From an optimization exercise on the open Yosys and OpenROAD flow, aimed at small area and a short achievable clock period; shortcuts taken in it are not production practice.
Only simulation tests tie the RTL to the original design; equivalence was not proved.

===== flow/flow/run.sh =====
#!/bin/bash
set -euo pipefail
W=$(pwd)
R=$W/orfs/results/$FLOW_PLATFORM/question_6/base
LIB=$FLOW_HOME/platforms/$FLOW_PLATFORM/lib/sky130_fd_sc_hd__tt_025C_1v80.lib

bash standard.sh synth > $W/log_1_standard_synth.txt 2>&1
cp $R/1_2_yosys.v $W/standard_synth.v

WORK=$W LIB_FILE=$LIB yosys -c flow/synth_map.tcl > $W/log_2_own_synth_yosys.txt 2>&1

# the registers must be those of the standard synthesis: same names, same cells
regs() { grep -oE 'sky130_fd_sc_hd__df[a-z0-9_]+ +[^ ]+' "$1" | sed -E 's/_[0-9]+ / /' | sort; }
regs $W/standard_synth.v > $W/regs_standard.txt
regs $W/own_synth.v > $W/regs_own.txt
if ! cmp -s $W/regs_standard.txt $W/regs_own.txt; then
  echo "registers differ from the standard synthesis" >&2
  diff $W/regs_standard.txt $W/regs_own.txt >&2 || true
  exit 1
fi

cp $W/own_synth.v $R/1_2_yosys.v
rm -f $R/1_synth.odb $R/1_synth.sdc

export BUFFER_PORTS_ARGS="-buffer_cell sky130_fd_sc_hd__buf_2"
export CTS_ARGS="-sink_clustering_enable -repair_clock_nets -buf_list sky130_fd_sc_hd__clkbuf_2 -root_buf sky130_fd_sc_hd__clkbuf_4 -sink_clustering_buffer sky130_fd_sc_hd__clkbuf_2 -sink_clustering_size 16 -dont_use_dummy_load"
bash standard.sh finish > $W/log_3_standard_layout.txt 2>&1

===== flow/flow/q6_cells.v =====
// One-to-one mapping of the design's q6_* gate modules onto library cells.
module q6_inv (input a, output y);
    sky130_fd_sc_hd__inv_1 _TECHMAP_REPLACE_ (.A(a), .Y(y));
endmodule
module q6_nand2 (input a, input b, output y);
    sky130_fd_sc_hd__nand2_1 _TECHMAP_REPLACE_ (.A(a), .B(b), .Y(y));
endmodule
module q6_nor2 (input a, input b, output y);
    sky130_fd_sc_hd__nor2_1 _TECHMAP_REPLACE_ (.A(a), .B(b), .Y(y));
endmodule
module q6_xor2 (input a, input b, output y);
    sky130_fd_sc_hd__xor2_1 _TECHMAP_REPLACE_ (.A(a), .B(b), .X(y));
endmodule
module q6_xnor2 (input a, input b, output y);
    sky130_fd_sc_hd__xnor2_1 _TECHMAP_REPLACE_ (.A(a), .B(b), .Y(y));
endmodule
module q6_nor2b (input a, input bn, output y);
    sky130_fd_sc_hd__nor2b_1 _TECHMAP_REPLACE_ (.A(a), .B_N(bn), .Y(y));
endmodule
module q6_o21ai (input a1, input a2, input b1, output y);
    sky130_fd_sc_hd__o21ai_1 _TECHMAP_REPLACE_ (.A1(a1), .A2(a2), .B1(b1), .Y(y));
endmodule
module q6_a21oi (input a1, input a2, input b1, output y);
    sky130_fd_sc_hd__a21oi_1 _TECHMAP_REPLACE_ (.A1(a1), .A2(a2), .B1(b1), .Y(y));
endmodule
// the reset inverter that the flip-flop mapping adds
module \$_NOT_ (input A, output Y);
    sky130_fd_sc_hd__inv_1 _TECHMAP_REPLACE_ (.A(A), .Y(Y));
endmodule
module q6_ha (input a, input b, output s, output c);
    sky130_fd_sc_hd__ha_1 _TECHMAP_REPLACE_ (.A(a), .B(b), .SUM(s), .COUT(c));
endmodule

===== flow/flow/synth_map.tcl =====
# Own synthesis: the design's q6_* gate modules are mapped one to one onto
# library cells (flow/q6_cells.v); the registers are mapped and named as the
# standard synthesis does (<register>[<bit>]$_DFF_PP0_ on the same cell).
yosys -import
set lib $::env(LIB_FILE)
set top $::env(FLOW_TOP)
read_liberty -lib $lib
read_verilog -defer -sv $::env(FLOW_DESIGN)
hierarchy -check -top $top
yosys proc
opt_clean
techmap -map $::env(WORK)/flow/q6_cells.v
techmap
opt -fast
yosys rename -wire $top/t:\$_DFF*
dfflibmap -liberty $lib
opt -fast
techmap -map $::env(WORK)/flow/q6_cells.v
opt_clean -purge
hierarchy -top $top
check -assert -mapped
tee -o $::env(WORK)/own_synth.stat stat -liberty $lib
write_verilog -noattr -nohex -nodec $::env(WORK)/own_synth.v

===== flow/standard.sh =====
#!/bin/bash
# synth_recipe.tcl (not shown) runs the flow's synth.tcl, then flattens the netlist and writes it again
# the make line also repeats each setting of config.mk as NAME=value (left out here)
make -C /OpenROAD-flow-scripts/flow DESIGN_CONFIG=/design/flow/config.mk WORK_HOME=/design/flow/orfs CLKGATE_MAP_FILE= SYNTH_SCRIPT=/design/flow/synth_recipe.tcl "${@:-finish}"

===== flow/config.mk =====
export PLATFORM = sky130hd
export DESIGN_NAME = question_6
export DESIGN_NICKNAME = question_6
export VERILOG_FILES = /design/flow/design.v
export SDC_FILE = /design/flow/constraint.sdc
export NUM_CORES = 4
export LEC_CHECK = 0
export CAP_MARGIN = 20
export CORE_MARGIN = 2
export CORE_UTILIZATION = 40
export SETUP_SLACK_MARGIN = 2.8
export SLEW_MARGIN = 20
export TNS_END_PERCENT = 100

===== flow/constraint.sdc =====
create_clock -name core_clock -period 5.0 [get_ports {clk}]
set_input_delay 1.0000 -clock core_clock [delete_from_list [all_inputs] [get_ports {clk}]]
set_output_delay 1.0000 -clock core_clock [all_outputs]
set_load 0.01 [all_outputs]

===== flow/design.v =====
module q6_inv (input a, output y);
    assign y = ~a;
endmodule
module q6_nand2 (input a, input b, output y);
    assign y = ~(a & b);
endmodule
module q6_nor2 (input a, input b, output y);
    assign y = ~(a | b);
endmodule
module q6_xor2 (input a, input b, output y);
    assign y = a ^ b;
endmodule
module q6_xnor2 (input a, input b, output y);
    assign y = ~(a ^ b);
endmodule
module q6_nor2b (input a, input bn, output y);
    assign y = ~(a | ~bn);
endmodule
module q6_o21ai (input a1, input a2, input b1, output y);
    assign y = ~((a1 | a2) & b1);
endmodule
module q6_a21oi (input a1, input a2, input b1, output y);
    assign y = ~((a1 & a2) | b1);
endmodule
module q6_ha (input a, input b, output s, output c);
    assign s = a ^ b;
    assign c = a & b;
endmodule
module question_6(
    input clk,
    input rst,
    input signed [15:0] x,
    output reg signed [15:0] y
);
    reg signed [15:0] s1, s2, s3;
    wire [15:0] y_n, s1_n, s2_n;
    wire n1;
    q6_nand2 g1 (.a(x[0]), .b(s1[0]), .y(n1));
    wire n2;
    q6_nand2 g2 (.a(x[1]), .b(s1[1]), .y(n2));
    wire n3;
    q6_nand2 g3 (.a(x[2]), .b(s1[2]), .y(n3));
    wire n4;
    q6_nand2 g4 (.a(x[3]), .b(s1[3]), .y(n4));
    wire n5;
    q6_nand2 g5 (.a(x[4]), .b(s1[4]), .y(n5));
    wire n6;
    q6_nand2 g6 (.a(x[5]), .b(s1[5]), .y(n6));
    wire n7;
    q6_nand2 g7 (.a(x[6]), .b(s1[6]), .y(n7));
    wire n8;
    q6_nand2 g8 (.a(x[7]), .b(s1[7]), .y(n8));
    wire n9;
    q6_nand2 g9 (.a(x[8]), .b(s1[8]), .y(n9));
    wire n10;
    q6_nand2 g10 (.a(x[9]), .b(s1[9]), .y(n10));
    wire n11;
    q6_nand2 g11 (.a(x[10]), .b(s1[10]), .y(n11));
    wire n12;
    q6_nand2 g12 (.a(x[11]), .b(s1[11]), .y(n12));
    wire n13;
    q6_nand2 g13 (.a(x[12]), .b(s1[12]), .y(n13));
    wire n14;
    q6_nand2 g14 (.a(x[13]), .b(s1[13]), .y(n14));
    wire n15;
    q6_nand2 g15 (.a(x[14]), .b(s1[14]), .y(n15));
    wire n16;
    q6_nor2 g16 (.a(x[0]), .b(s1[0]), .y(n16));
    wire n17;
    q6_nor2 g17 (.a(x[1]), .b(s1[1]), .y(n17));
    wire n18;
    q6_nor2 g18 (.a(x[2]), .b(s1[2]), .y(n18));
    wire n19;
    q6_nor2 g19 (.a(x[3]), .b(s1[3]), .y(n19));
    wire n20;
    q6_nor2 g20 (.a(x[4]), .b(s1[4]), .y(n20));
    wire n21;
    q6_nor2 g21 (.a(x[5]), .b(s1[5]), .y(n21));
    wire n22;
    q6_nor2 g22 (.a(x[6]), .b(s1[6]), .y(n22));
    wire n23;
    q6_nor2 g23 (.a(x[7]), .b(s1[7]), .y(n23));
    wire n24;
    q6_nor2 g24 (.a(x[8]), .b(s1[8]), .y(n24));
    wire n25;
    q6_nor2 g25 (.a(x[9]), .b(s1[9]), .y(n25));
    wire n26;
    q6_nor2 g26 (.a(x[10]), .b(s1[10]), .y(n26));
    wire n27;
    q6_nor2 g27 (.a(x[11]), .b(s1[11]), .y(n27));
    wire n28;
    q6_nor2 g28 (.a(x[12]), .b(s1[12]), .y(n28));
    wire n29;
    q6_nor2 g29 (.a(x[13]), .b(s1[13]), .y(n29));
    wire n30;
    q6_nor2 g30 (.a(x[14]), .b(s1[14]), .y(n30));
    wire n31;
    q6_nor2b g31 (.a(n16), .bn(n1), .y(n31));
    wire n32;
    q6_nor2b g32 (.a(n17), .bn(n2), .y(n32));
    wire n33;
    q6_nor2b g33 (.a(n18), .bn(n3), .y(n33));
    wire n34;
    q6_nor2b g34 (.a(n19), .bn(n4), .y(n34));
    wire n35;
    q6_nor2b g35 (.a(n20), .bn(n5), .y(n35));
    wire n36;
    q6_nor2b g36 (.a(n21), .bn(n6), .y(n36));
    wire n37;
    q6_nor2b g37 (.a(n22), .bn(n7), .y(n37));
    wire n38;
    q6_nor2b g38 (.a(n23), .bn(n8), .y(n38));
    wire n39;
    q6_nor2b g39 (.a(n24), .bn(n9), .y(n39));
    wire n40;
    q6_nor2b g40 (.a(n25), .bn(n10), .y(n40));
    wire n41;
    q6_nor2b g41 (.a(n26), .bn(n11), .y(n41));
    wire n42;
    q6_nor2b g42 (.a(n27), .bn(n12), .y(n42));
    wire n43;
    q6_nor2b g43 (.a(n28), .bn(n13), .y(n43));
    wire n44;
    q6_nor2b g44 (.a(n29), .bn(n14), .y(n44));
    wire n45;
    q6_nor2b g45 (.a(n30), .bn(n15), .y(n45));
    wire n46;
    q6_xor2 g46 (.a(x[15]), .b(s1[15]), .y(n46));
    wire n47;
    q6_o21ai g47 (.a1(n17), .a2(n1), .b1(n2), .y(n47));
    wire n48;
    q6_o21ai g48 (.a1(n19), .a2(n3), .b1(n4), .y(n48));
    wire n49;
    q6_nor2 g49 (.a(n19), .b(n18), .y(n49));
    wire n50;
    q6_o21ai g50 (.a1(n21), .a2(n5), .b1(n6), .y(n50));
    wire n51;
    q6_nor2 g51 (.a(n21), .b(n20), .y(n51));
    wire n52;
    q6_o21ai g52 (.a1(n23), .a2(n7), .b1(n8), .y(n52));
    wire n53;
    q6_nor2 g53 (.a(n23), .b(n22), .y(n53));
    wire n54;
    q6_o21ai g54 (.a1(n25), .a2(n9), .b1(n10), .y(n54));
    wire n55;
    q6_nor2 g55 (.a(n25), .b(n24), .y(n55));
    wire n56;
    q6_o21ai g56 (.a1(n27), .a2(n11), .b1(n12), .y(n56));
    wire n57;
    q6_nor2 g57 (.a(n27), .b(n26), .y(n57));
    wire n58;
    q6_o21ai g58 (.a1(n29), .a2(n13), .b1(n14), .y(n58));
    wire n59;
    q6_nor2 g59 (.a(n29), .b(n28), .y(n59));
    wire n60;
    q6_inv g60 (.a(n47), .y(n60));
    wire n61;
    q6_o21ai g61 (.a1(n18), .a2(n60), .b1(n3), .y(n61));
    wire n62;
    q6_a21oi g62 (.a1(n49), .a2(n47), .b1(n48), .y(n62));
    wire n63;
    q6_inv g63 (.a(n7), .y(n63));
    wire n64;
    q6_inv g64 (.a(n22), .y(n64));
    wire n65;
    q6_a21oi g65 (.a1(n64), .a2(n50), .b1(n63), .y(n65));
    wire n66;
    q6_nand2 g66 (.a(n64), .b(n51), .y(n66));
    wire n67;
    q6_a21oi g67 (.a1(n53), .a2(n50), .b1(n52), .y(n67));
    wire n68;
    q6_nand2 g68 (.a(n53), .b(n51), .y(n68));
    wire n69;
    q6_inv g69 (.a(n11), .y(n69));
    wire n70;
    q6_inv g70 (.a(n26), .y(n70));
    wire n71;
    q6_a21oi g71 (.a1(n70), .a2(n54), .b1(n69), .y(n71));
    wire n72;
    q6_nand2 g72 (.a(n70), .b(n55), .y(n72));
    wire n73;
    q6_a21oi g73 (.a1(n57), .a2(n54), .b1(n56), .y(n73));
    wire n74;
    q6_nand2 g74 (.a(n57), .b(n55), .y(n74));
    wire n75;
    q6_inv g75 (.a(n15), .y(n75));
    wire n76;
    q6_inv g76 (.a(n30), .y(n76));
    wire n77;
    q6_a21oi g77 (.a1(n76), .a2(n58), .b1(n75), .y(n77));
    wire n78;
    q6_nand2 g78 (.a(n76), .b(n59), .y(n78));
    wire n79;
    q6_o21ai g79 (.a1(n20), .a2(n62), .b1(n5), .y(n79));
    wire n80;
    q6_inv g80 (.a(n50), .y(n80));
    wire n81;
    q6_inv g81 (.a(n51), .y(n81));
    wire n82;
    q6_o21ai g82 (.a1(n81), .a2(n62), .b1(n80), .y(n82));
    wire n83;
    q6_o21ai g83 (.a1(n66), .a2(n62), .b1(n65), .y(n83));
    wire n84;
    q6_o21ai g84 (.a1(n68), .a2(n62), .b1(n67), .y(n84));
    wire n85;
    q6_o21ai g85 (.a1(n28), .a2(n73), .b1(n13), .y(n85));
    wire n86;
    q6_nor2 g86 (.a(n28), .b(n74), .y(n86));
    wire n87;
    q6_inv g87 (.a(n58), .y(n87));
    wire n88;
    q6_inv g88 (.a(n59), .y(n88));
    wire n89;
    q6_o21ai g89 (.a1(n88), .a2(n73), .b1(n87), .y(n89));
    wire n90;
    q6_nor2 g90 (.a(n88), .b(n74), .y(n90));
    wire n91;
    q6_o21ai g91 (.a1(n78), .a2(n73), .b1(n77), .y(n91));
    wire n92;
    q6_nor2 g92 (.a(n78), .b(n74), .y(n92));
    wire n93;
    q6_inv g93 (.a(n9), .y(n93));
    wire n94;
    q6_inv g94 (.a(n24), .y(n94));
    wire n95;
    q6_a21oi g95 (.a1(n94), .a2(n84), .b1(n93), .y(n95));
    wire n96;
    q6_a21oi g96 (.a1(n55), .a2(n84), .b1(n54), .y(n96));
    wire n97;
    q6_inv g97 (.a(n71), .y(n97));
    wire n98;
    q6_inv g98 (.a(n72), .y(n98));
    wire n99;
    q6_a21oi g99 (.a1(n98), .a2(n84), .b1(n97), .y(n99));
    wire n100;
    q6_inv g100 (.a(n73), .y(n100));
    wire n101;
    q6_inv g101 (.a(n74), .y(n101));
    wire n102;
    q6_a21oi g102 (.a1(n101), .a2(n84), .b1(n100), .y(n102));
    wire n103;
    q6_a21oi g103 (.a1(n86), .a2(n84), .b1(n85), .y(n103));
    wire n104;
    q6_a21oi g104 (.a1(n90), .a2(n84), .b1(n89), .y(n104));
    wire n105;
    q6_a21oi g105 (.a1(n92), .a2(n84), .b1(n91), .y(n105));
    wire n106;
    q6_xnor2 g106 (.a(n32), .b(n1), .y(n106));
    wire n107;
    q6_xor2 g107 (.a(n33), .b(n47), .y(n107));
    wire n108;
    q6_xor2 g108 (.a(n34), .b(n61), .y(n108));
    wire n109;
    q6_xnor2 g109 (.a(n35), .b(n62), .y(n109));
    wire n110;
    q6_xor2 g110 (.a(n36), .b(n79), .y(n110));
    wire n111;
    q6_xor2 g111 (.a(n37), .b(n82), .y(n111));
    wire n112;
    q6_xor2 g112 (.a(n38), .b(n83), .y(n112));
    wire n113;
    q6_xor2 g113 (.a(n39), .b(n84), .y(n113));
    wire n114;
    q6_xnor2 g114 (.a(n40), .b(n95), .y(n114));
    wire n115;
    q6_xnor2 g115 (.a(n41), .b(n96), .y(n115));
    wire n116;
    q6_xnor2 g116 (.a(n42), .b(n99), .y(n116));
    wire n117;
    q6_xnor2 g117 (.a(n43), .b(n102), .y(n117));
    wire n118;
    q6_xnor2 g118 (.a(n44), .b(n103), .y(n118));
    wire n119;
    q6_xnor2 g119 (.a(n45), .b(n104), .y(n119));
    wire n120;
    q6_xnor2 g120 (.a(n46), .b(n105), .y(n120));
    wire n121;
    q6_xnor2 g121 (.a(s2[0]), .b(y[1]), .y(n121));
    wire n122;
    q6_xnor2 g122 (.a(n121), .b(x[0]), .y(n122));
    wire n123;
    q6_nand2 g123 (.a(s2[0]), .b(y[1]), .y(n123));
    wire n124;
    q6_o21ai g124 (.a1(x[0]), .a2(n121), .b1(n123), .y(n124));
    wire n125;
    q6_xnor2 g125 (.a(s2[1]), .b(y[2]), .y(n125));
    wire n126;
    q6_xor2 g126 (.a(n125), .b(x[1]), .y(n126));
    wire n127;
    q6_nand2 g127 (.a(s2[1]), .b(y[2]), .y(n127));
    wire n128;
    q6_o21ai g128 (.a1(x[1]), .a2(n125), .b1(n127), .y(n128));
    wire n129;
    q6_xnor2 g129 (.a(s2[2]), .b(y[3]), .y(n129));
    wire n130;
    q6_xor2 g130 (.a(n129), .b(x[2]), .y(n130));
    wire n131;
    q6_nand2 g131 (.a(s2[2]), .b(y[3]), .y(n131));
    wire n132;
    q6_o21ai g132 (.a1(x[2]), .a2(n129), .b1(n131), .y(n132));
    wire n133;
    q6_xnor2 g133 (.a(s2[3]), .b(y[4]), .y(n133));
    wire n134;
    q6_xor2 g134 (.a(n133), .b(x[3]), .y(n134));
    wire n135;
    q6_nand2 g135 (.a(s2[3]), .b(y[4]), .y(n135));
    wire n136;
    q6_o21ai g136 (.a1(x[3]), .a2(n133), .b1(n135), .y(n136));
    wire n137;
    q6_xnor2 g137 (.a(s2[4]), .b(y[5]), .y(n137));
    wire n138;
    q6_xor2 g138 (.a(n137), .b(x[4]), .y(n138));
    wire n139;
    q6_nand2 g139 (.a(s2[4]), .b(y[5]), .y(n139));
    wire n140;
    q6_o21ai g140 (.a1(x[4]), .a2(n137), .b1(n139), .y(n140));
    wire n141;
    q6_xnor2 g141 (.a(s2[5]), .b(y[6]), .y(n141));
    wire n142;
    q6_xor2 g142 (.a(n141), .b(x[5]), .y(n142));
    wire n143;
    q6_nand2 g143 (.a(s2[5]), .b(y[6]), .y(n143));
    wire n144;
    q6_o21ai g144 (.a1(x[5]), .a2(n141), .b1(n143), .y(n144));
    wire n145;
    q6_xnor2 g145 (.a(s2[6]), .b(y[7]), .y(n145));
    wire n146;
    q6_xor2 g146 (.a(n145), .b(x[6]), .y(n146));
    wire n147;
    q6_nand2 g147 (.a(s2[6]), .b(y[7]), .y(n147));
    wire n148;
    q6_o21ai g148 (.a1(x[6]), .a2(n145), .b1(n147), .y(n148));
    wire n149;
    q6_xnor2 g149 (.a(s2[7]), .b(y[8]), .y(n149));
    wire n150;
    q6_xor2 g150 (.a(n149), .b(x[7]), .y(n150));
    wire n151;
    q6_nand2 g151 (.a(s2[7]), .b(y[8]), .y(n151));
    wire n152;
    q6_o21ai g152 (.a1(x[7]), .a2(n149), .b1(n151), .y(n152));
    wire n153;
    q6_xnor2 g153 (.a(s2[8]), .b(y[9]), .y(n153));
    wire n154;
    q6_xor2 g154 (.a(n153), .b(x[8]), .y(n154));
    wire n155;
    q6_nand2 g155 (.a(s2[8]), .b(y[9]), .y(n155));
    wire n156;
    q6_o21ai g156 (.a1(x[8]), .a2(n153), .b1(n155), .y(n156));
    wire n157;
    q6_xnor2 g157 (.a(s2[9]), .b(y[10]), .y(n157));
    wire n158;
    q6_xor2 g158 (.a(n157), .b(x[9]), .y(n158));
    wire n159;
    q6_nand2 g159 (.a(s2[9]), .b(y[10]), .y(n159));
    wire n160;
    q6_o21ai g160 (.a1(x[9]), .a2(n157), .b1(n159), .y(n160));
    wire n161;
    q6_xnor2 g161 (.a(s2[10]), .b(y[11]), .y(n161));
    wire n162;
    q6_xor2 g162 (.a(n161), .b(x[10]), .y(n162));
    wire n163;
    q6_nand2 g163 (.a(s2[10]), .b(y[11]), .y(n163));
    wire n164;
    q6_o21ai g164 (.a1(x[10]), .a2(n161), .b1(n163), .y(n164));
    wire n165;
    q6_xnor2 g165 (.a(s2[11]), .b(y[12]), .y(n165));
    wire n166;
    q6_xor2 g166 (.a(n165), .b(x[11]), .y(n166));
    wire n167;
    q6_nand2 g167 (.a(s2[11]), .b(y[12]), .y(n167));
    wire n168;
    q6_o21ai g168 (.a1(x[11]), .a2(n165), .b1(n167), .y(n168));
    wire n169;
    q6_xnor2 g169 (.a(s2[12]), .b(y[13]), .y(n169));
    wire n170;
    q6_xor2 g170 (.a(n169), .b(x[12]), .y(n170));
    wire n171;
    q6_nand2 g171 (.a(s2[12]), .b(y[13]), .y(n171));
    wire n172;
    q6_o21ai g172 (.a1(x[12]), .a2(n169), .b1(n171), .y(n172));
    wire n173;
    q6_xnor2 g173 (.a(s2[13]), .b(y[14]), .y(n173));
    wire n174;
    q6_xor2 g174 (.a(n173), .b(x[13]), .y(n174));
    wire n175;
    q6_nand2 g175 (.a(s2[13]), .b(y[14]), .y(n175));
    wire n176;
    q6_o21ai g176 (.a1(x[13]), .a2(n173), .b1(n175), .y(n176));
    wire n177;
    q6_xnor2 g177 (.a(s2[14]), .b(y[15]), .y(n177));
    wire n178;
    q6_xor2 g178 (.a(n177), .b(x[14]), .y(n178));
    wire n179;
    q6_nand2 g179 (.a(s2[14]), .b(y[15]), .y(n179));
    wire n180;
    q6_o21ai g180 (.a1(x[14]), .a2(n177), .b1(n179), .y(n180));
    wire n181;
    q6_xnor2 g181 (.a(s2[15]), .b(y[15]), .y(n181));
    wire n182;
    q6_xor2 g182 (.a(n181), .b(x[15]), .y(n182));
    wire n183;
    q6_nand2 g183 (.a(n126), .b(n124), .y(n183));
    wire n184;
    q6_nand2 g184 (.a(n130), .b(n128), .y(n184));
    wire n185;
    q6_nand2 g185 (.a(n134), .b(n132), .y(n185));
    wire n186;
    q6_nand2 g186 (.a(n138), .b(n136), .y(n186));
    wire n187;
    q6_nand2 g187 (.a(n142), .b(n140), .y(n187));
    wire n188;
    q6_nand2 g188 (.a(n146), .b(n144), .y(n188));
    wire n189;
    q6_nand2 g189 (.a(n150), .b(n148), .y(n189));
    wire n190;
    q6_nand2 g190 (.a(n154), .b(n152), .y(n190));
    wire n191;
    q6_nand2 g191 (.a(n158), .b(n156), .y(n191));
    wire n192;
    q6_nand2 g192 (.a(n162), .b(n160), .y(n192));
    wire n193;
    q6_nand2 g193 (.a(n166), .b(n164), .y(n193));
    wire n194;
    q6_nand2 g194 (.a(n170), .b(n168), .y(n194));
    wire n195;
    q6_nand2 g195 (.a(n174), .b(n172), .y(n195));
    wire n196;
    q6_nand2 g196 (.a(n178), .b(n176), .y(n196));
    wire n197;
    q6_nor2 g197 (.a(n126), .b(n124), .y(n197));
    wire n198;
    q6_nor2 g198 (.a(n130), .b(n128), .y(n198));
    wire n199;
    q6_nor2 g199 (.a(n134), .b(n132), .y(n199));
    wire n200;
    q6_nor2 g200 (.a(n138), .b(n136), .y(n200));
    wire n201;
    q6_nor2 g201 (.a(n142), .b(n140), .y(n201));
    wire n202;
    q6_nor2 g202 (.a(n146), .b(n144), .y(n202));
    wire n203;
    q6_nor2 g203 (.a(n150), .b(n148), .y(n203));
    wire n204;
    q6_nor2 g204 (.a(n154), .b(n152), .y(n204));
    wire n205;
    q6_nor2 g205 (.a(n158), .b(n156), .y(n205));
    wire n206;
    q6_nor2 g206 (.a(n162), .b(n160), .y(n206));
    wire n207;
    q6_nor2 g207 (.a(n166), .b(n164), .y(n207));
    wire n208;
    q6_nor2 g208 (.a(n170), .b(n168), .y(n208));
    wire n209;
    q6_nor2 g209 (.a(n174), .b(n172), .y(n209));
    wire n210;
    q6_nor2 g210 (.a(n178), .b(n176), .y(n210));
    wire n211;
    q6_nor2b g211 (.a(n197), .bn(n183), .y(n211));
    wire n212;
    q6_nor2b g212 (.a(n198), .bn(n184), .y(n212));
    wire n213;
    q6_nor2b g213 (.a(n199), .bn(n185), .y(n213));
    wire n214;
    q6_nor2b g214 (.a(n200), .bn(n186), .y(n214));
    wire n215;
    q6_nor2b g215 (.a(n201), .bn(n187), .y(n215));
    wire n216;
    q6_nor2b g216 (.a(n202), .bn(n188), .y(n216));
    wire n217;
    q6_nor2b g217 (.a(n203), .bn(n189), .y(n217));
    wire n218;
    q6_nor2b g218 (.a(n204), .bn(n190), .y(n218));
    wire n219;
    q6_nor2b g219 (.a(n205), .bn(n191), .y(n219));
    wire n220;
    q6_nor2b g220 (.a(n206), .bn(n192), .y(n220));
    wire n221;
    q6_nor2b g221 (.a(n207), .bn(n193), .y(n221));
    wire n222;
    q6_nor2b g222 (.a(n208), .bn(n194), .y(n222));
    wire n223;
    q6_nor2b g223 (.a(n209), .bn(n195), .y(n223));
    wire n224;
    q6_nor2b g224 (.a(n210), .bn(n196), .y(n224));
    wire n225;
    q6_xor2 g225 (.a(n182), .b(n180), .y(n225));
    wire n226;
    q6_o21ai g226 (.a1(n197), .a2(n122), .b1(n183), .y(n226));
    wire n227;
    q6_o21ai g227 (.a1(n199), .a2(n184), .b1(n185), .y(n227));
    wire n228;
    q6_nor2 g228 (.a(n199), .b(n198), .y(n228));
    wire n229;
    q6_o21ai g229 (.a1(n201), .a2(n186), .b1(n187), .y(n229));
    wire n230;
    q6_nor2 g230 (.a(n201), .b(n200), .y(n230));
    wire n231;
    q6_o21ai g231 (.a1(n203), .a2(n188), .b1(n189), .y(n231));
    wire n232;
    q6_nor2 g232 (.a(n203), .b(n202), .y(n232));
    wire n233;
    q6_o21ai g233 (.a1(n205), .a2(n190), .b1(n191), .y(n233));
    wire n234;
    q6_nor2 g234 (.a(n205), .b(n204), .y(n234));
    wire n235;
    q6_o21ai g235 (.a1(n207), .a2(n192), .b1(n193), .y(n235));
    wire n236;
    q6_nor2 g236 (.a(n207), .b(n206), .y(n236));
    wire n237;
    q6_o21ai g237 (.a1(n209), .a2(n194), .b1(n195), .y(n237));
    wire n238;
    q6_nor2 g238 (.a(n209), .b(n208), .y(n238));
    wire n239;
    q6_inv g239 (.a(n226), .y(n239));
    wire n240;
    q6_o21ai g240 (.a1(n198), .a2(n239), .b1(n184), .y(n240));
    wire n241;
    q6_a21oi g241 (.a1(n228), .a2(n226), .b1(n227), .y(n241));
    wire n242;
    q6_inv g242 (.a(n188), .y(n242));
    wire n243;
    q6_inv g243 (.a(n202), .y(n243));
    wire n244;
    q6_a21oi g244 (.a1(n243), .a2(n229), .b1(n242), .y(n244));
    wire n245;
    q6_nand2 g245 (.a(n243), .b(n230), .y(n245));
    wire n246;
    q6_a21oi g246 (.a1(n232), .a2(n229), .b1(n231), .y(n246));
    wire n247;
    q6_nand2 g247 (.a(n232), .b(n230), .y(n247));
    wire n248;
    q6_inv g248 (.a(n192), .y(n248));
    wire n249;
    q6_inv g249 (.a(n206), .y(n249));
    wire n250;
    q6_a21oi g250 (.a1(n249), .a2(n233), .b1(n248), .y(n250));
    wire n251;
    q6_nand2 g251 (.a(n249), .b(n234), .y(n251));
    wire n252;
    q6_a21oi g252 (.a1(n236), .a2(n233), .b1(n235), .y(n252));
    wire n253;
    q6_nand2 g253 (.a(n236), .b(n234), .y(n253));
    wire n254;
    q6_inv g254 (.a(n196), .y(n254));
    wire n255;
    q6_inv g255 (.a(n210), .y(n255));
    wire n256;
    q6_a21oi g256 (.a1(n255), .a2(n237), .b1(n254), .y(n256));
    wire n257;
    q6_nand2 g257 (.a(n255), .b(n238), .y(n257));
    wire n258;
    q6_o21ai g258 (.a1(n200), .a2(n241), .b1(n186), .y(n258));
    wire n259;
    q6_inv g259 (.a(n229), .y(n259));
    wire n260;
    q6_inv g260 (.a(n230), .y(n260));
    wire n261;
    q6_o21ai g261 (.a1(n260), .a2(n241), .b1(n259), .y(n261));
    wire n262;
    q6_o21ai g262 (.a1(n245), .a2(n241), .b1(n244), .y(n262));
    wire n263;
    q6_o21ai g263 (.a1(n247), .a2(n241), .b1(n246), .y(n263));
    wire n264;
    q6_o21ai g264 (.a1(n208), .a2(n252), .b1(n194), .y(n264));
    wire n265;
    q6_nor2 g265 (.a(n208), .b(n253), .y(n265));
    wire n266;
    q6_inv g266 (.a(n237), .y(n266));
    wire n267;
    q6_inv g267 (.a(n238), .y(n267));
    wire n268;
    q6_o21ai g268 (.a1(n267), .a2(n252), .b1(n266), .y(n268));
    wire n269;
    q6_nor2 g269 (.a(n267), .b(n253), .y(n269));
    wire n270;
    q6_o21ai g270 (.a1(n257), .a2(n252), .b1(n256), .y(n270));
    wire n271;
    q6_nor2 g271 (.a(n257), .b(n253), .y(n271));
    wire n272;
    q6_inv g272 (.a(n190), .y(n272));
    wire n273;
    q6_inv g273 (.a(n204), .y(n273));
    wire n274;
    q6_a21oi g274 (.a1(n273), .a2(n263), .b1(n272), .y(n274));
    wire n275;
    q6_a21oi g275 (.a1(n234), .a2(n263), .b1(n233), .y(n275));
    wire n276;
    q6_inv g276 (.a(n250), .y(n276));
    wire n277;
    q6_inv g277 (.a(n251), .y(n277));
    wire n278;
    q6_a21oi g278 (.a1(n277), .a2(n263), .b1(n276), .y(n278));
    wire n279;
    q6_inv g279 (.a(n252), .y(n279));
    wire n280;
    q6_inv g280 (.a(n253), .y(n280));
    wire n281;
    q6_a21oi g281 (.a1(n280), .a2(n263), .b1(n279), .y(n281));
    wire n282;
    q6_a21oi g282 (.a1(n265), .a2(n263), .b1(n264), .y(n282));
    wire n283;
    q6_a21oi g283 (.a1(n269), .a2(n263), .b1(n268), .y(n283));
    wire n284;
    q6_a21oi g284 (.a1(n271), .a2(n263), .b1(n270), .y(n284));
    wire n285;
    q6_xnor2 g285 (.a(n211), .b(n122), .y(n285));
    wire n286;
    q6_xor2 g286 (.a(n212), .b(n226), .y(n286));
    wire n287;
    q6_xor2 g287 (.a(n213), .b(n240), .y(n287));
    wire n288;
    q6_xnor2 g288 (.a(n214), .b(n241), .y(n288));
    wire n289;
    q6_xor2 g289 (.a(n215), .b(n258), .y(n289));
    wire n290;
    q6_xor2 g290 (.a(n216), .b(n261), .y(n290));
    wire n291;
    q6_xor2 g291 (.a(n217), .b(n262), .y(n291));
    wire n292;
    q6_xor2 g292 (.a(n218), .b(n263), .y(n292));
    wire n293;
    q6_xnor2 g293 (.a(n219), .b(n274), .y(n293));
    wire n294;
    q6_xnor2 g294 (.a(n220), .b(n275), .y(n294));
    wire n295;
    q6_xnor2 g295 (.a(n221), .b(n278), .y(n295));
    wire n296;
    q6_xnor2 g296 (.a(n222), .b(n281), .y(n296));
    wire n297;
    q6_xnor2 g297 (.a(n223), .b(n282), .y(n297));
    wire n298;
    q6_xnor2 g298 (.a(n224), .b(n283), .y(n298));
    wire n299;
    q6_xnor2 g299 (.a(n225), .b(n284), .y(n299));
    wire n300s, n300c;
    q6_ha g300 (.a(s3[0]), .b(y[2]), .s(n300s), .c(n300c));
    wire n301;
    q6_xor2 g301 (.a(n300s), .b(x[0]), .y(n301));
    wire n302;
    q6_a21oi g302 (.a1(x[0]), .a2(n300s), .b1(n300c), .y(n302));
    wire n303s, n303c;
    q6_ha g303 (.a(s3[1]), .b(y[3]), .s(n303s), .c(n303c));
    wire n304;
    q6_xnor2 g304 (.a(n303s), .b(x[1]), .y(n304));
    wire n305;
    q6_a21oi g305 (.a1(x[1]), .a2(n303s), .b1(n303c), .y(n305));
    wire n306s, n306c;
    q6_ha g306 (.a(s3[2]), .b(y[4]), .s(n306s), .c(n306c));
    wire n307;
    q6_xnor2 g307 (.a(n306s), .b(x[2]), .y(n307));
    wire n308;
    q6_a21oi g308 (.a1(x[2]), .a2(n306s), .b1(n306c), .y(n308));
    wire n309s, n309c;
    q6_ha g309 (.a(s3[3]), .b(y[5]), .s(n309s), .c(n309c));
    wire n310;
    q6_xnor2 g310 (.a(n309s), .b(x[3]), .y(n310));
    wire n311;
    q6_a21oi g311 (.a1(x[3]), .a2(n309s), .b1(n309c), .y(n311));
    wire n312s, n312c;
    q6_ha g312 (.a(s3[4]), .b(y[6]), .s(n312s), .c(n312c));
    wire n313;
    q6_xnor2 g313 (.a(n312s), .b(x[4]), .y(n313));
    wire n314;
    q6_a21oi g314 (.a1(x[4]), .a2(n312s), .b1(n312c), .y(n314));
    wire n315s, n315c;
    q6_ha g315 (.a(s3[5]), .b(y[7]), .s(n315s), .c(n315c));
    wire n316;
    q6_xnor2 g316 (.a(n315s), .b(x[5]), .y(n316));
    wire n317;
    q6_a21oi g317 (.a1(x[5]), .a2(n315s), .b1(n315c), .y(n317));
    wire n318s, n318c;
    q6_ha g318 (.a(s3[6]), .b(y[8]), .s(n318s), .c(n318c));
    wire n319;
    q6_xnor2 g319 (.a(n318s), .b(x[6]), .y(n319));
    wire n320;
    q6_a21oi g320 (.a1(x[6]), .a2(n318s), .b1(n318c), .y(n320));
    wire n321s, n321c;
    q6_ha g321 (.a(s3[7]), .b(y[9]), .s(n321s), .c(n321c));
    wire n322;
    q6_xnor2 g322 (.a(n321s), .b(x[7]), .y(n322));
    wire n323;
    q6_a21oi g323 (.a1(x[7]), .a2(n321s), .b1(n321c), .y(n323));
    wire n324s, n324c;
    q6_ha g324 (.a(s3[8]), .b(y[10]), .s(n324s), .c(n324c));
    wire n325;
    q6_xnor2 g325 (.a(n324s), .b(x[8]), .y(n325));
    wire n326;
    q6_a21oi g326 (.a1(x[8]), .a2(n324s), .b1(n324c), .y(n326));
    wire n327s, n327c;
    q6_ha g327 (.a(s3[9]), .b(y[11]), .s(n327s), .c(n327c));
    wire n328;
    q6_xnor2 g328 (.a(n327s), .b(x[9]), .y(n328));
    wire n329;
    q6_a21oi g329 (.a1(x[9]), .a2(n327s), .b1(n327c), .y(n329));
    wire n330s, n330c;
    q6_ha g330 (.a(s3[10]), .b(y[12]), .s(n330s), .c(n330c));
    wire n331;
    q6_xnor2 g331 (.a(n330s), .b(x[10]), .y(n331));
    wire n332;
    q6_a21oi g332 (.a1(x[10]), .a2(n330s), .b1(n330c), .y(n332));
    wire n333s, n333c;
    q6_ha g333 (.a(s3[11]), .b(y[13]), .s(n333s), .c(n333c));
    wire n334;
    q6_xnor2 g334 (.a(n333s), .b(x[11]), .y(n334));
    wire n335;
    q6_a21oi g335 (.a1(x[11]), .a2(n333s), .b1(n333c), .y(n335));
    wire n336s, n336c;
    q6_ha g336 (.a(s3[12]), .b(y[14]), .s(n336s), .c(n336c));
    wire n337;
    q6_xnor2 g337 (.a(n336s), .b(x[12]), .y(n337));
    wire n338;
    q6_a21oi g338 (.a1(x[12]), .a2(n336s), .b1(n336c), .y(n338));
    wire n339s, n339c;
    q6_ha g339 (.a(s3[13]), .b(y[15]), .s(n339s), .c(n339c));
    wire n340;
    q6_xnor2 g340 (.a(n339s), .b(x[13]), .y(n340));
    wire n341;
    q6_a21oi g341 (.a1(x[13]), .a2(n339s), .b1(n339c), .y(n341));
    wire n342s, n342c;
    q6_ha g342 (.a(s3[14]), .b(y[15]), .s(n342s), .c(n342c));
    wire n343;
    q6_xnor2 g343 (.a(n342s), .b(x[14]), .y(n343));
    wire n344;
    q6_a21oi g344 (.a1(x[14]), .a2(n342s), .b1(n342c), .y(n344));
    wire n345;
    q6_xnor2 g345 (.a(s3[15]), .b(y[15]), .y(n345));
    wire n346;
    q6_xor2 g346 (.a(n345), .b(x[15]), .y(n346));
    wire n347;
    q6_nor2 g347 (.a(n304), .b(n302), .y(n347));
    wire n348;
    q6_nor2 g348 (.a(n307), .b(n305), .y(n348));
    wire n349;
    q6_nor2 g349 (.a(n310), .b(n308), .y(n349));
    wire n350;
    q6_nor2 g350 (.a(n313), .b(n311), .y(n350));
    wire n351;
    q6_nor2 g351 (.a(n316), .b(n314), .y(n351));
    wire n352;
    q6_nor2 g352 (.a(n319), .b(n317), .y(n352));
    wire n353;
    q6_nor2 g353 (.a(n322), .b(n320), .y(n353));
    wire n354;
    q6_nor2 g354 (.a(n325), .b(n323), .y(n354));
    wire n355;
    q6_nor2 g355 (.a(n328), .b(n326), .y(n355));
    wire n356;
    q6_nor2 g356 (.a(n331), .b(n329), .y(n356));
    wire n357;
    q6_nor2 g357 (.a(n334), .b(n332), .y(n357));
    wire n358;
    q6_nor2 g358 (.a(n337), .b(n335), .y(n358));
    wire n359;
    q6_nor2 g359 (.a(n340), .b(n338), .y(n359));
    wire n360;
    q6_nor2 g360 (.a(n343), .b(n341), .y(n360));
    wire n361;
    q6_nand2 g361 (.a(n304), .b(n302), .y(n361));
    wire n362;
    q6_nand2 g362 (.a(n307), .b(n305), .y(n362));
    wire n363;
    q6_nand2 g363 (.a(n310), .b(n308), .y(n363));
    wire n364;
    q6_nand2 g364 (.a(n313), .b(n311), .y(n364));
    wire n365;
    q6_nand2 g365 (.a(n316), .b(n314), .y(n365));
    wire n366;
    q6_nand2 g366 (.a(n319), .b(n317), .y(n366));
    wire n367;
    q6_nand2 g367 (.a(n322), .b(n320), .y(n367));
    wire n368;
    q6_nand2 g368 (.a(n325), .b(n323), .y(n368));
    wire n369;
    q6_nand2 g369 (.a(n328), .b(n326), .y(n369));
    wire n370;
    q6_nand2 g370 (.a(n331), .b(n329), .y(n370));
    wire n371;
    q6_nand2 g371 (.a(n334), .b(n332), .y(n371));
    wire n372;
    q6_nand2 g372 (.a(n337), .b(n335), .y(n372));
    wire n373;
    q6_nand2 g373 (.a(n340), .b(n338), .y(n373));
    wire n374;
    q6_nand2 g374 (.a(n343), .b(n341), .y(n374));
    wire n375;
    q6_nor2b g375 (.a(n347), .bn(n361), .y(n375));
    wire n376;
    q6_nor2b g376 (.a(n348), .bn(n362), .y(n376));
    wire n377;
    q6_nor2b g377 (.a(n349), .bn(n363), .y(n377));
    wire n378;
    q6_nor2b g378 (.a(n350), .bn(n364), .y(n378));
    wire n379;
    q6_nor2b g379 (.a(n351), .bn(n365), .y(n379));
    wire n380;
    q6_nor2b g380 (.a(n352), .bn(n366), .y(n380));
    wire n381;
    q6_nor2b g381 (.a(n353), .bn(n367), .y(n381));
    wire n382;
    q6_nor2b g382 (.a(n354), .bn(n368), .y(n382));
    wire n383;
    q6_nor2b g383 (.a(n355), .bn(n369), .y(n383));
    wire n384;
    q6_nor2b g384 (.a(n356), .bn(n370), .y(n384));
    wire n385;
    q6_nor2b g385 (.a(n357), .bn(n371), .y(n385));
    wire n386;
    q6_nor2b g386 (.a(n358), .bn(n372), .y(n386));
    wire n387;
    q6_nor2b g387 (.a(n359), .bn(n373), .y(n387));
    wire n388;
    q6_nor2b g388 (.a(n360), .bn(n374), .y(n388));
    wire n389;
    q6_xor2 g389 (.a(n346), .b(n344), .y(n389));
    wire n390;
    q6_a21oi g390 (.a1(n362), .a2(n347), .b1(n348), .y(n390));
    wire n391;
    q6_a21oi g391 (.a1(n364), .a2(n349), .b1(n350), .y(n391));
    wire n392;
    q6_nand2 g392 (.a(n364), .b(n363), .y(n392));
    wire n393;
    q6_a21oi g393 (.a1(n366), .a2(n351), .b1(n352), .y(n393));
    wire n394;
    q6_nand2 g394 (.a(n366), .b(n365), .y(n394));
    wire n395;
    q6_a21oi g395 (.a1(n368), .a2(n353), .b1(n354), .y(n395));
    wire n396;
    q6_nand2 g396 (.a(n368), .b(n367), .y(n396));
    wire n397;
    q6_a21oi g397 (.a1(n370), .a2(n355), .b1(n356), .y(n397));
    wire n398;
    q6_nand2 g398 (.a(n370), .b(n369), .y(n398));
    wire n399;
    q6_a21oi g399 (.a1(n372), .a2(n357), .b1(n358), .y(n399));
    wire n400;
    q6_nand2 g400 (.a(n372), .b(n371), .y(n400));
    wire n401;
    q6_a21oi g401 (.a1(n374), .a2(n359), .b1(n360), .y(n401));
    wire n402;
    q6_nand2 g402 (.a(n374), .b(n373), .y(n402));
    wire n403;
    q6_inv g403 (.a(n390), .y(n403));
    wire n404;
    q6_a21oi g404 (.a1(n363), .a2(n403), .b1(n349), .y(n404));
    wire n405;
    q6_o21ai g405 (.a1(n392), .a2(n390), .b1(n391), .y(n405));
    wire n406;
    q6_inv g406 (.a(n353), .y(n406));
    wire n407;
    q6_inv g407 (.a(n367), .y(n407));
    wire n408;
    q6_o21ai g408 (.a1(n407), .a2(n393), .b1(n406), .y(n408));
    wire n409;
    q6_nor2 g409 (.a(n407), .b(n394), .y(n409));
    wire n410;
    q6_o21ai g410 (.a1(n396), .a2(n393), .b1(n395), .y(n410));
    wire n411;
    q6_nor2 g411 (.a(n396), .b(n394), .y(n411));
    wire n412;
    q6_inv g412 (.a(n357), .y(n412));
    wire n413;
    q6_inv g413 (.a(n371), .y(n413));
    wire n414;
    q6_o21ai g414 (.a1(n413), .a2(n397), .b1(n412), .y(n414));
    wire n415;
    q6_nor2 g415 (.a(n413), .b(n398), .y(n415));
    wire n416;
    q6_o21ai g416 (.a1(n400), .a2(n397), .b1(n399), .y(n416));
    wire n417;
    q6_nor2 g417 (.a(n400), .b(n398), .y(n417));
    wire n418;
    q6_a21oi g418 (.a1(n365), .a2(n405), .b1(n351), .y(n418));
    wire n419;
    q6_inv g419 (.a(n393), .y(n419));
    wire n420;
    q6_inv g420 (.a(n394), .y(n420));
    wire n421;
    q6_a21oi g421 (.a1(n420), .a2(n405), .b1(n419), .y(n421));
    wire n422;
    q6_a21oi g422 (.a1(n409), .a2(n405), .b1(n408), .y(n422));
    wire n423;
    q6_a21oi g423 (.a1(n411), .a2(n405), .b1(n410), .y(n423));
    wire n424;
    q6_a21oi g424 (.a1(n373), .a2(n416), .b1(n359), .y(n424));
    wire n425;
    q6_nand2 g425 (.a(n373), .b(n417), .y(n425));
    wire n426;
    q6_inv g426 (.a(n401), .y(n426));
    wire n427;
    q6_inv g427 (.a(n402), .y(n427));
    wire n428;
    q6_a21oi g428 (.a1(n427), .a2(n416), .b1(n426), .y(n428));
    wire n429;
    q6_nand2 g429 (.a(n427), .b(n417), .y(n429));
    wire n430;
    q6_inv g430 (.a(n355), .y(n430));
    wire n431;
    q6_inv g431 (.a(n369), .y(n431));
    wire n432;
    q6_o21ai g432 (.a1(n431), .a2(n423), .b1(n430), .y(n432));
    wire n433;
    q6_o21ai g433 (.a1(n398), .a2(n423), .b1(n397), .y(n433));
    wire n434;
    q6_inv g434 (.a(n414), .y(n434));
    wire n435;
    q6_inv g435 (.a(n415), .y(n435));
    wire n436;
    q6_o21ai g436 (.a1(n435), .a2(n423), .b1(n434), .y(n436));
    wire n437;
    q6_inv g437 (.a(n416), .y(n437));
    wire n438;
    q6_inv g438 (.a(n417), .y(n438));
    wire n439;
    q6_o21ai g439 (.a1(n438), .a2(n423), .b1(n437), .y(n439));
    wire n440;
    q6_o21ai g440 (.a1(n425), .a2(n423), .b1(n424), .y(n440));
    wire n441;
    q6_o21ai g441 (.a1(n429), .a2(n423), .b1(n428), .y(n441));
    wire n442;
    q6_xor2 g442 (.a(n376), .b(n347), .y(n442));
    wire n443;
    q6_xnor2 g443 (.a(n377), .b(n390), .y(n443));
    wire n444;
    q6_xnor2 g444 (.a(n378), .b(n404), .y(n444));
    wire n445;
    q6_xor2 g445 (.a(n379), .b(n405), .y(n445));
    wire n446;
    q6_xnor2 g446 (.a(n380), .b(n418), .y(n446));
    wire n447;
    q6_xnor2 g447 (.a(n381), .b(n421), .y(n447));
    wire n448;
    q6_xnor2 g448 (.a(n382), .b(n422), .y(n448));
    wire n449;
    q6_xnor2 g449 (.a(n383), .b(n423), .y(n449));
    wire n450;
    q6_xor2 g450 (.a(n384), .b(n432), .y(n450));
    wire n451;
    q6_xor2 g451 (.a(n385), .b(n433), .y(n451));
    wire n452;
    q6_xor2 g452 (.a(n386), .b(n436), .y(n452));
    wire n453;
    q6_xor2 g453 (.a(n387), .b(n439), .y(n453));
    wire n454;
    q6_xor2 g454 (.a(n388), .b(n440), .y(n454));
    wire n455;
    q6_xor2 g455 (.a(n389), .b(n441), .y(n455));
    assign y_n[0] = n31;
    assign s1_n[0] = n122;
    assign s2_n[0] = n301;
    assign y_n[1] = n106;
    assign s1_n[1] = n285;
    assign s2_n[1] = n375;
    assign y_n[2] = n107;
    assign s1_n[2] = n286;
    assign s2_n[2] = n442;
    assign y_n[3] = n108;
    assign s1_n[3] = n287;
    assign s2_n[3] = n443;
    assign y_n[4] = n109;
    assign s1_n[4] = n288;
    assign s2_n[4] = n444;
    assign y_n[5] = n110;
    assign s1_n[5] = n289;
    assign s2_n[5] = n445;
    assign y_n[6] = n111;
    assign s1_n[6] = n290;
    assign s2_n[6] = n446;
    assign y_n[7] = n112;
    assign s1_n[7] = n291;
    assign s2_n[7] = n447;
    assign y_n[8] = n113;
    assign s1_n[8] = n292;
    assign s2_n[8] = n448;
    assign y_n[9] = n114;
    assign s1_n[9] = n293;
    assign s2_n[9] = n449;
    assign y_n[10] = n115;
    assign s1_n[10] = n294;
    assign s2_n[10] = n450;
    assign y_n[11] = n116;
    assign s1_n[11] = n295;
    assign s2_n[11] = n451;
    assign y_n[12] = n117;
    assign s1_n[12] = n296;
    assign s2_n[12] = n452;
    assign y_n[13] = n118;
    assign s1_n[13] = n297;
    assign s2_n[13] = n453;
    assign y_n[14] = n119;
    assign s1_n[14] = n298;
    assign s2_n[14] = n454;
    assign y_n[15] = n120;
    assign s1_n[15] = n299;
    assign s2_n[15] = n455;
    always @(posedge clk or posedge rst) begin
        if (rst) begin
            s1 <= 16'sd0;
            s2 <= 16'sd0;
            s3 <= 16'sd0;
            y  <= 16'sd0;
        end else begin
            y  <= y_n;
            s1 <= s1_n;
            s2 <= s2_n;
            s3 <= y;
        end
    end
endmodule

==> results of run 1 <==
-- what timing repair did --
action / CTS / global route
endpoints found under the setup margin: 15 / 24
pin swaps: 3 / 4
setup buffers: 1 / 2
resized for setup: 5 / 12
-- how the worst max path moves through the flow --
| stage | end | slack [ns] |
|---|---|---|
| CTS | s2[11] | 2.79 |
| detailed placement | s2[14] | 2.33 |
| finish | y[15] | 2.88 |
| global route | s2[11] | 2.77 |
| global placement | y[15] | 2.37 |
| floorplan | s1[15] | 2.82 |
-- placed cells by master (no fill, tap or decap), drive strengths merged --
cell,n
inv,49
diode,1
ha,15
clkbuf,9
buf,37
clkinvlp,1
a21oi,55
nor2,65
nand2,76
o21ai,56
dfrtp,64
nor2b,43
xnor2,56
xor2,40
-- final cells by class --
class,instances,share of cell area
Antenna cell,1,0.000529
Clock buffer,9,0.0143
Inverter,50,0.0405
Multi-Input combinational cell,406,0.529
Sequential cell,64,0.339
Tap cell,136,0.0360
Timing Repair Buffer,37,0.0412
-- routing by layer --
metal	share of wire	up-vias	wire, um	global-route usage
met5	0	-	0	0
met3	0.032	8	275	0.0368
met1	0.49	1567	4220	0.215
li1	-	1760	-	-
met2	0.46	44	3950	0.265
met4	0.012	0	105	0.0602
-- metrics by stage --
| stage | utilization | area (um2) |
|---|---|---|
| 6_report | 0.463 | 4730 |
| 5_1_grt | 0.463 | 4730 |
| 4_1_cts | 0.455 | 4650 |
| 3_5_place_dp | 0.445 | 4550 |
| 3_3_place_gp | 0.445 | 4550 |
| 2_1_floorplan | - | 4210 |
-- flip-flops by register name (all words and copies together) (netlist names) --
register and flops:
s1 16, s2 16, s3 16, y 16
==> parameters.txt, run 1 <==
Parameter                              Value

Run status
  Status  no timing/DRC/antenna violations

Min path
  Hold endpoint    s3[0]
  Worst min-delay path class    reg2reg
  Hold Crit Depth    0
  Worst min-delay path startpoint    y[0]

STA
  Final setup violation count    0
  Minimum clock period after layout    2.12 ns
  Transition time at the pin with the least slew margin    0.588 ns
  Post-route worst hold slack    0.399 ns
  Crit path setup slack, layout    2.88 ns
  Final number of max-transition violations    0
  Endpoints failing hold    0
  Peak clock frequency supported by timing    473 MHz
  Unrepaired setup endpoints after global routing    yes
  Max_slew headroom    0.608
  Final TNS setup    0 ns
  Final cycle utilization of the critical path    0.423
  Setup skew after layout    0.0229 ns

Global routing
  Largest net degree at the start of global routing    46
  Overflow left after global routing    0
  Vias in the first global route    3250
  Global-route usage over all layers    0.164
  Wire length of the first global-routing pass    14500 um
  Initial antenna violation count    1

Synthesis
  Gate count of the mapped netlist    520
  Synthesized area    0.00417 mm2
  Synthesis Warnings    1
  Syn Nets    553
  Synth Area per Inst    8.02 um2

Clock tree
  TritonCTS buffer count    9
  Level count of the clock H-tree    3
  Reg clk slew, reported paths    0.11 ns
  Number of sinks handled by clock tree synthesis    64
  Clock Tree Buf Depth    2
  Hold Buf Count CTS    0
  CTS Root Buffer Type    clkbuf_4
  TritonCTS clock tree    yes
  Insertion delay of the later-clocked pin in the worst-skew pair    0.40 ns

Critical path
  Required arrival time at the worst endpoint    4.00 ns
  Critical path type    reg2out
  Setup crit start kind    flip-flop
  Cell with the biggest individual delay on the critical path    dfrtp_1
  Startpoint of the most critical register-to-register path    y[3]
  Worst flop-to-flop path endpoint    s2[11]
  Element type at the critical path end    primary output
  Critical path fanouts, max    8
  Cell family with most CP delay    flip-flops
  Worst reg-to-reg setup slack    2.91 ns
  Logic depth of the worst setup path including buffers    1
  Worst endpoint data arrival time    1.12 ns
  Cell Chain, Critical Path    buf_2
  R2r worst-path depth    8
  Buffering stage count on the worst path with inverters included    1
  CP startpoint    y[15]
  Delay of the slowest cell on the worst path    0.52 ns

Placement
  Final HPWL DP    6480 um
  Routability congestion estimate from global placement    0.791
  Instance count after placement with tap cells included    690
  Worst-case setup slack after placement    2.33 ns
  Port Buffers    33

Layout
  Filler cell count    993
  Net total in the final layout    601
  Combined area of the multi-input logic cells    0.00250 mm2
  Syn-to-layout area delta    13.4%
  Area used by sequential logic in the layout    0.00160 mm2
  Fin cells    703
  Fraction of final layout cells with drive strength greater than 1    0.117

Floorplanning
  Ports    34
  Width of the die    106 um
  Placeable core region    0.0102 mm2
  DIE HEIGHT    106 um
  Area enclosed by the die boundary    0.0113 mm2
  Initial Utilization    0.408
  Number of placement rows    37

Route
  Detail-routed via count per cell    4.81
  Number of iterations in the first detailed-routing pass    4
  Residual DRC count    0
  Final ANT Viol Nets    0
  First DRT Iteration DRCs    128
  Routed WL per cell    12.2 um
  Vias after detailed routing    3379
  Total Routed Length    8550 um

Run
  Max capacitance violation total    0
==> run 2, diff against run 1 <==
--- a/flow/flow/run.sh
+++ b/flow/flow/run.sh
@@ -24,4 +24,4 @@
 
 export BUFFER_PORTS_ARGS="-buffer_cell sky130_fd_sc_hd__buf_2"
-export CTS_ARGS="-sink_clustering_enable -repair_clock_nets -buf_list sky130_fd_sc_hd__clkbuf_2 -root_buf sky130_fd_sc_hd__clkbuf_4 -sink_clustering_buffer sky130_fd_sc_hd__clkbuf_2 -sink_clustering_size 16 -dont_use_dummy_load"
+export CTS_ARGS="-sink_clustering_enable -repair_clock_nets -buf_list sky130_fd_sc_hd__clkbuf_4 -root_buf sky130_fd_sc_hd__clkbuf_8 -sink_clustering_size 16 -dont_use_dummy_load"
 bash standard.sh finish > $W/log_3_standard_layout.txt 2>&1
==> run 2 against run 1 <==
Effect of this change: global-route usage grew 0.091 points; register-to-register slack is essentially flat; final area grew 2.7%; via count grew 0.62%; core utilization grew 1.2 points; count of clock-buffer cells in the layout is the same; critical endpoint is now s1[9]; largest cell class unchanged.
==> parameters.txt, run 2 <==
Parameter                              Value

Run status
  Status  no timing/DRC/antenna violations

STA
  Transition time at the pin with the least slew margin    0.589 ns
  Endpoints failing hold    0
  Unrepaired setup endpoints after global routing    yes
  Peak clock frequency supported by timing    458 MHz
  Setup skew after layout    0.0125 ns
  Max_slew headroom    0.607
  Final cycle utilization of the critical path    0.437
  Final number of max-transition violations    0
  Final TNS setup    0 ns
  Final setup violation count    0
  Minimum clock period after layout    2.18 ns

Floorplanning
  Initial Utilization    0.408
  Placeable core region    0.0102 mm2
  DIE HEIGHT    106 um
  Number of placement rows    37
  Area enclosed by the die boundary    0.0113 mm2
  Width of the die    106 um
  Ports    34

Global routing
  Initial antenna violation count    0
  Global-route usage over all layers    0.165
  Wire length of the first global-routing pass    14600 um
  Overflow left after global routing    0
  Vias in the first global route    3285
  Largest net degree at the start of global routing    46

Placement
  Routability congestion estimate from global placement    0.791
  Final HPWL DP    6480 um
  Port Buffers    33

Synthesis
  Synthesized area    0.00417 mm2
  Gate count of the mapped netlist    520
  Synthesis Warnings    1
  Synth Area per Inst    8.02 um2
  Syn Nets    553

Critical path
  Setup crit start kind    primary input
  Element type at the critical path end    flip-flop
  Cell Chain, Critical Path    buf_2, xor2_1, nor2_1, o21ai_2, a21oi_4, o21ai_4, a21oi_1, xnor2_1
  Cell with the biggest individual delay on the critical path    o21ai_4
  Required arrival time at the worst endpoint    5.22 ns
  Delay of the slowest cell on the worst path    0.29 ns
  Critical path type    in2reg
  Critical path fanouts, max    8
  Worst endpoint data arrival time    2.40 ns

Clock tree
  Reg clk slew, reported paths    0.07 ns
  Level count of the clock H-tree    3
  TritonCTS buffer count    9
  Number of sinks handled by clock tree synthesis    64
  Insertion delay of the later-clocked pin in the worst-skew pair    0.34 ns
  CTS Root Buffer Type    clkbuf_8
  TritonCTS clock tree    yes
  Clock Tree Buf Depth    2

Route
  Final ANT Viol Nets    0
  Detail-routed via count per cell    4.82
  Residual DRC count    0
  First DRT Iteration DRCs    99
  Routed WL per cell    12.3 um
  Vias after detailed routing    3400
  Total Routed Length    8700 um
  Number of iterations in the first detailed-routing pass    5

Layout
  Inserted Diodes    0
  Final core utilization    0.475
  Net total in the final layout    604
  Most used cells in the layout excluding fill and tap cells    nand2_1, dfrtp_1, nor2_1
  Syn-to-layout area delta    16.5%
  Fraction of final layout cells with drive strength greater than 1    0.142
  Most frequent standard cell in the layout excluding fill and tap cells    nand2_1

Min path
  Worst min-delay path class    reg2reg

Run
  Max capacitance violation total    0
## run 2: worst paths after layout
path | endpoint | slack (ns) | cells after the start | start
worst max-delay path | s1[9] | 2.82 | 8 | x[1]
worst min-delay path | s3[0] | 0.39 | 0 | y[0]
worst max register to register | s2[11] | 2.90 | 8 | y[7]
worst min register to register | s3[0] | 0.39 | 0 | y[0]
max in group asynchronous | y[3] | 3.37 | 3 | rst
min in group asynchronous | s3[3] | 0.67 | 2 | rst
## run 2: per-layer routing
metal  wire length, um  GRT usage
met4               153     0.0677
met5                 0          0
met3               236     0.0276
met2              4030      0.269
met1              4280      0.216
## run 2: what timing repair did
item | 4_1_cts | 5_1_grt
hold buffers | 0 | 0
buffers inserted | 1 | 5
resized for setup | 8 | 21
pin swaps | 3 | 7
setup endpoints to repair | 20 | 23
## run 2: final cells by class
| class | count | area [um2] |
|---|---|---|
| inverter | 50 | 191 |
| timing repair buffer | 40 | 218 |
| clock buffer | 9 | 124 |
| sequential | 64 | 1600 |
| multi-input combinational | 406 | 2550 |
| tap | 136 | 170 |
| fill | 977 | 5370 |
## run 2: critical path, delay by kind of cell
kind / cells / cell delay (ns)
XOR/XNOR: 2 / 0.34
AO/OA/AOI/OAI: 4 / 0.81
AND/OR/NAND/NOR: 1 / 0.10
buffers and inverters: 1 / 0.16
## run 2: stage by stage
| stage | instance area, um2 | hold slack (ns) | setup slack [ns] | instances |
|---|---|---|---|---|
| final | 4860 | 0.391 | 2.82 | 705 |
| after global routing | 4860 | 0.393 | 2.75 | 705 |
| after CTS | 4730 | 0.386 | 2.79 | 700 |
| after detailed placement | 4550 | 0.368 | 2.33 | 690 |
| after global placement | 4550 | 0.360 | 2.37 | 690 |
| after floorplan | 4210 | 0.416 | 2.82 | 520 |
==> run 3, diff against run 2 <==
--- a/flow/config.mk
+++ b/flow/config.mk
@@ -9,5 +9,5 @@
 export CORE_MARGIN = 2
 export CORE_UTILIZATION = 40
-export SETUP_SLACK_MARGIN = 2.8
+export SETUP_SLACK_MARGIN = 2.7
 export SLEW_MARGIN = 20
 export TNS_END_PERCENT = 100
==> run 3 against run 2 <==
Effect of this change: core utilization is 0.97 points lower; area after synthesis did not move; via count down 2.5%; synthesized cell count is the same; count of clock-buffer cells in the layout unchanged; hold slack got worse by 0.0033 ns; fmax fell by 1.4%; register-to-register slack lost 0.09 ns; non-clock buffer count is 3 lower.
==> parameters.txt, run 3 <==
Parameter                              Value

Run status
  Status  no timing/DRC/antenna violations

Global routing
  Global-route usage over all layers    0.163
  Wire length of the first global-routing pass    14800 um
  Vias in the first global route    3299
  Largest net degree at the start of global routing    65
  Overflow left after global routing    0
  Initial antenna violation count    0

STA
  Transition time at the pin with the least slew margin    0.840 ns
  Final setup violation count    0
  Final TNS setup    0 ns
  Setup skew after layout    0.0278 ns
  Unrepaired setup endpoints after global routing    yes
  Post-route worst hold slack    0.388 ns
  Max_slew headroom    0.440
  Final cycle utilization of the critical path    0.443
  Minimum clock period after layout    2.21 ns
  Endpoints failing hold    0
  Final number of max-transition violations    0
  Peak clock frequency supported by timing    452 MHz

Placement
  Final HPWL DP    6260 um
  Routability congestion estimate from global placement    0.769
  Port Buffers    33
  Instance count after placement with tap cells included    690

Critical path
  Setup crit start kind    primary input
  Worst flop-to-flop path endpoint    s2[11]
  Element type at the critical path end    flip-flop
  Cell family with most CP delay    compound AO/OA/AOI/OAI gates
  Delay of the slowest cell on the worst path    0.29 ns
  Required arrival time at the worst endpoint    5.24 ns
  Worst endpoint data arrival time    2.45 ns
  Buffering stage count on the worst path with inverters included    1
  Critical path fanouts, max    8
  Worst reg-to-reg setup slack    2.81 ns
  Startpoint of the most critical register-to-register path    y[6]
  Cell with the biggest individual delay on the critical path    o21ai_4
  Critical path type    in2reg
  R2r worst-path depth    8
  Cell Chain, Critical Path    buf_2, xor2_1, nor2_1, o21ai_2, a21oi_4, o21ai_4, a21oi_1, xnor2_1

Route
  Routed WL per cell    12.0 um
  Residual DRC count    0
  Final ANT Viol Nets    0
  Wire length on met2    4150 um
  First DRT Iteration DRCs    111
  Met1 WL    4000 um
  Routed wl met3    233 um
  Vias after detailed routing    3314
  Number of iterations in the first detailed-routing pass    4
  Detail-routed via count per cell    4.72
  Max Used Layer    met4
  Total Routed Length    8460 um

Min path
  Worst min-delay path class    reg2reg
  Hold Crit Depth    0
  Hold endpoint    s3[0]
  Worst min-delay path startpoint    y[0]

Synthesis
  Synthesized area    0.00417 mm2
  Gate count of the mapped netlist    520
  Synth Area per Inst    8.02 um2
  Synthesis Warnings    1
  Syn Nets    553

Clock tree
  TritonCTS buffer count    9
  Clock Tree Buf Depth    2
  Insertion delay of the later-clocked pin in the worst-skew pair    0.34 ns
  Hold Buf Count CTS    0
  CTS Root Buffer Type    clkbuf_8
  Reg clk slew, reported paths    0.08 ns
  Number of sinks handled by clock tree synthesis    64
  Level count of the clock H-tree    3
  TritonCTS clock tree    yes

Layout
  Most used cells in the layout excluding fill and tap cells    nand2_1, nor2_1, dfrtp_1
  Net total in the final layout    601
  Syn-to-layout area delta    14.1%
  Inserted Diodes    0
  Fraction of final layout cells with drive strength greater than 1    0.110
  Most frequent standard cell in the layout excluding fill and tap cells    nand2_1
  Fin cells    702

Floorplanning
  Initial Utilization    0.408
  Ports    34
  Width of the die    106 um
  Number of placement rows    37
  DIE HEIGHT    106 um
  Placeable core region    0.0102 mm2
  Area enclosed by the die boundary    0.0113 mm2

Run
  Max capacitance violation total    0
## run 3: cell count changes in the layout (fill, tap and decap cells not counted), moves of 3 or more
cell / change
a21oi_1: +3
buf_4: -3
nor2_1: +6
nor2_2: -6
xnor2_1: +4
xnor2_2: -4
## run 3: how the worst max path moves through the flow
stage | from | endpoint | slack [ns] | depth (start not counted)
finish | x[1] | s1[13] | 2.79 | 8
floorplan | x[1] | s1[10] | 2.70 | 7
CTS | x[1] | s2[11] | 2.68 | 8
global route | y[3] | s2[11] | 2.69 | 8
global placement | x[1] | s2[14] | 2.18 | 8
detailed placement | x[1] | s2[12] | 2.12 | 8
## run 3: routing by layer
| metal | track usage | vias up |
|---|---|---|
| met5 | 0 | - |
| met4 | 0.0414 | 0 |
| met3 | 0.0399 | 7 |
| met2 | 0.277 | 44 |
| met1 | 0.209 | 1512 |
| li1 | - | 1751 |
## run 3: cell type report
cell class	count	area [um2]
Multi-Input combinational cell	406	2480
Timing Repair Buffer	37	195
Clock buffer	9	124
Tap cell	136	170
Sequential cell	64	1600
Fill cell	1020	5470
Inverter	50	191
## run 3: repair_timing
item,4_1_cts,5_1_grt
endpoints found under the setup margin,23,20
gates resized for setup,5,12
pin swaps,0,5
buffers inserted,0,3
## run 3: metrics by stage
step / util / area (um2) / worst slack, ns
2_1_floorplan: - / 4190 / 2.70
3_3_place_gp: 0.443 / 4530 / 2.18
3_5_place_dp: 0.443 / 4530 / 2.12
4_1_cts: 0.457 / 4680 / 2.68
5_1_grt: 0.465 / 4760 / 2.69
6_report: 0.465 / 4760 / 2.79

-- separate check: timing with driven ports --
The flow's constraints put no driver on any port. The routed layouts listed below were extracted and timed again, unchanged, in two steps. Step 1 sets driving cells, clkbuf_16 on the clock port and buf_2 on the other inputs (assumed; they add their load-dependent delay and slew). Step 2, shift: input delay + t, output delay - t, t = (earliest + latest rising clock arrival at the registers) / 2. This alone moves slack from input paths to output paths. a / b / c = ideal / step 1 / step 2; a / b = the first two.
run	t, ns	slack for setup (ns)	worst data-port slew with drivers (ns)
run 1	0.423	2.884 / 2.850 / 2.500	0.03
run 2	0.364	2.817 / 2.829 / 2.465	0.03
run 3	0.360	2.786 / 2.792 / 2.432	0.03
After both steps setup and hold are still met in every run listed. For run 1, which loses most, drivers alone change the setup slack by -0.034 ns; drivers and shift together by -0.384 ns.
